Background: an optimization exercise with open tools, aiming at small area. Do not read the settings as production practice.
Function was checked by simulation only, so behaviour that the tests miss may differ from the original.
Power is estimated from default activity; no workload was simulated.

## exp/nickel
## MIPS
module MIPS(
    input [15:0] data_in,
    input clk,
    input interrupt,
    input reset,
    output reg [15:0] data_out,
    output [15:0] pm_addr,
    input [31:0] pm_rdata,
    output reg dm_en,
    output reg dm_we,
    output [15:0] dm_addr,
    output reg [15:0] dm_wdata,
    input [15:0] dm_rdata
    );
genvar g, k;
reg [31:0] ins_prv;      
reg stall_pm;
reg [15:0] hold_address;
reg rq;                  
reg ldD0, jumpD0, jumpD1;
reg F1;
reg [15:0] creg;         
wire s_pm = reset & ~stall_pm;
wire s_prv = reset & stall_pm;
wire [31:0] ins;
generate for (k = 0; k < 32; k = k + 1) begin : im
    cell_a22o u(.a1(pm_rdata[k]), .a2(s_pm), .b1(ins_prv[k]), .b2(s_prv), .y(ins[k]));
end endgenerate
wire [5:0] op = ins[31:26];
wire op_ld   = (op == 6'b010100);
wire op_hlt  = (op == 6'b010001);
wire op_ret  = (op == 6'b010000);
wire op_jmp  = (op == 6'b011000);
wire op_cj   = (op[5:2] == 4'b0111);
wire ld   = op_ld & ~ldD0;
wire jump = op_cj & ~jumpD1;
wire stall = op_hlt | ld | jump;
wire [1:0] flag_ex;
wire take_cj = op_cj & (op[1] ? (flag_ex[1] ^ op[0]) : (flag_ex[0] ^ op[0]));
wire pc_mux_sel = take_cj | op_jmp | op_ret | F1;
wire [15:0] inc = hold_address + 16'd1;
wire [15:0] creg_eff = F1 ? inc : creg;
wire seq = ~(stall | ~rq);
wire p_creg = reset & pc_mux_sel & op_ret & ~F1;
wire p_inc  = reset & (pc_mux_sel ? (op_ret & F1) : seq);
wire p_hold = reset & ~pc_mux_sel & ~seq;
wire p_ins  = reset & pc_mux_sel & ~op_ret & ~F1;
wire [15:0] jfield = {1'b0, ins[14:0]};
wire [15:0] current_address;
generate for (k = 0; k < 16; k = k + 1) begin : pcm
    wire n0;
    cell_aoi222 u0(.a1(creg[k]), .a2(p_creg), .b1(inc[k]), .b2(p_inc), .c1(hold_address[k]), .c2(p_hold), .y(n0));
    assign current_address[k] = ~(n0 & ~(jfield[k] & p_ins));
end endgenerate
assign pm_addr = current_address;
wire s_ci = reset & F1;
wire s_cc = reset & ~F1;
wire [15:0] creg_d;
  ...
For scale: ~2600 cells after synthesis, ~700 flip-flops, ~130 I/O pins, ~0.029 mm2 of cells after synthesis.
==> flow/config.mk <==
export PLATFORM = sky130hd
export DESIGN_NAME = MIPS
export DESIGN_NICKNAME = MIPS
export VERILOG_FILES = /design/flow/design.v
export SDC_FILE = /design/flow/constraint.sdc
export NUM_CORES = 4
export LEC_CHECK = 0
export CAP_MARGIN = 10
export CORE_MARGIN = 2
export CORE_UTILIZATION = 40
export CTS_CLUSTER_DIAMETER = 80
export CTS_CLUSTER_SIZE = 25
export PLACE_DENSITY = 0.6
export SLEW_MARGIN = 10
export SYNTH_HIERARCHICAL = 1
export SYNTH_MINIMUM_KEEP_SIZE = 0
==> flow/constraint.sdc <==
create_clock -name core_clock -period 12.0 [get_ports {clk}]
set_input_delay 2.4000 -clock core_clock [delete_from_list [all_inputs] [get_ports {clk}]]
set_output_delay 2.4000 -clock core_clock [all_outputs]
set_load 0.01 [all_outputs]
standard.sh (not shown) runs the stock make flow with config.mk's settings and CLKGATE_MAP_FILE= SYNTH_SCRIPT=/design/flow/synth_recipe.tcl, a recipe that flattens the netlist after the stock synthesis.
==> flow/flow/run.sh <==
#!/bin/bash
# Standard layout, with the smallest buffer (buf_1) on every input and output port.
set -euo pipefail
export BUFFER_PORTS_ARGS="-buffer_cell sky130_fd_sc_hd__buf_1"
bash standard.sh > standard.log 2>&1
exp/nickel went all the way through the flow, and no timing, DRC or antenna check failed.
Modified inputs, exp/lagoon compared to exp/nickel
Settings: a change of PLACE_DENSITY from 0.6 to 0.75; a change of CORE_UTILIZATION from 40 to 62.
[summary]
Diff exp/nickel -> exp/lagoon | met1 usage in global routing | increase of 18 points
Relative to exp/nickel, exp/lagoon degrades fmax.
The smallest setup slack after layout of exp/lagoon was inferior to that of exp/nickel.
| portion of total power attributed to sequential cells | lower: exp/nickel |
As far as worst hold margin is concerned, exp/nickel and exp/lagoon perform about the same.
exp/lagoon vs. exp/nickel: fraction of standard cell area in multi-input logic has increased; global-route wire length before repair has decreased.
Lower relative area change from synthesis to final layout goes to exp/lagoon over exp/nickel.
Per the comparison of exp/lagoon with exp/nickel, part of the cycle the worst path needs rose 1.7 points, total detailed-routing wirelength now smaller.
What exp/violet does differently from exp/lagoon at the input level:
Settings: a change of CORE_UTILIZATION from 62 to 40; a change of CAP_MARGIN from 10 to 20; a change of PLACE_DENSITY from 0.75 to 0.6; a change of CTS_CLUSTER_SIZE from 25 to 20; an added GPL_TIMING_DRIVEN of 0; a change of SLEW_MARGIN from 10 to 20.
==> comparison <==
exp/violet has combinational power above what exp/lagoon had. Comparing exp/lagoon and exp/violet, the higher period utilization is on exp/violet. Higher global-route usage was reported by exp/lagoon, not exp/violet. Delta (exp/violet minus exp/lagoon): area of the multi-input gates climbed 200 um2, maximum fanout along the worst path barely changed, register share of total power dropped 2.1 points.

========
Starting RTL as in the previous note.
export LEC_CHECK = 0
export CAP_MARGIN = 10
export CORE_MARGIN = 2
export CORE_UTILIZATION = 55
export CTS_CLUSTER_DIAMETER = 80
export CTS_CLUSTER_SIZE = 25
export PLACE_DENSITY = 0.7
export SLEW_MARGIN = 10
export SYNTH_HIERARCHICAL = 1
export SYNTH_MINIMUM_KEEP_SIZE = 0
create_clock -name core_clock -period 12.0 [get_ports {clk}]
Scripts as last shown in full above: flow/flow/run.sh
Then changed:
- CAP_MARGIN: 10 -> 20
- CTS_CLUSTER_SIZE: 25 -> 20
- GPL_TIMING_DRIVEN: not set -> 0
- SLEW_MARGIN: 10 -> 20
Combinational power goes up by a few percent.
Via count shrinks slightly.
Design area rises slightly.
Flip-flop and latch count is unchanged.
First-iteration DRC count goes down by roughly a tenth.
Global-route usage went down by 1.0 points.
Then changed:
- CAP_MARGIN: 20 -> 10
- GPL_TIMING_DRIVEN: 0 -> not set
- SLEW_MARGIN: 20 -> 10
=> The new run produced a clean layout. Core utilization fell by 0.42 points. Routed wire length went up by 1.7%. Clock power went down by about 3%. Setup slack is better by 0.91 ns. Via count rose by 0.81%. Worst hold slack is worse by 0.0063 ns. Non-clock buffer count rose by 32. Sequential cell count does not change. Register-to-register slack improves by 0.98 ns. Synthesized cell count stays the same.

[re-timing with driven ports]
Ports are ideal in the flow. The routed layouts listed here were re-timed in OpenROAD.
Step 1 (the two cells are an assumption about what drives the block):
set clk [get_ports {clk}]
set_driving_cell -lib_cell sky130_fd_sc_hd__clkbuf_16 $clk
set_driving_cell -lib_cell sky130_fd_sc_hd__buf_2 [delete_from_list [all_inputs] $clk]
Step 2 times the ports against the registers' clock, not the clock port: input delays grow and output delays shrink by t, the midpoint of the rising clock arrivals with the driver on.
a / b / c = no drivers / after step 1 / after step 2; a / b = the first two.
run | t, ns | slack for setup (ns) | worst setup path after step 2 | clock arrival spread, ns | worst register clock-pin slew, ns
exp/nickel | 0.679 | 1.396 / 1.331 / 1.668 | input to register | 0.037 / 0.036 | 0.10 / 0.10
exp/lagoon | 0.655 | 1.194 / 1.194 / 1.194 | register to register | 0.036 / 0.037 | 0.10 / 0.10
exp/violet | 0.671 | 0.578 / 0.578 / 0.578 | register to register | 0.031 / 0.032 | 0.10 / 0.10
the first run of note 2 | 0.668 | 1.429 / 1.364 / 1.513 | input to register | 0.028 / 0.028 | 0.11 / 0.11
the second run of note 2 | 0.661 | 0.536 / 0.536 / 0.536 | register to register | 0.020 / 0.020 | 0.09 / 0.09
the third run of note 2 | 0.655 | 1.442 / 1.380 / 1.516 | register to register | 0.033 / 0.033 | 0.09 / 0.09
After both steps setup and hold are still met in every run listed.
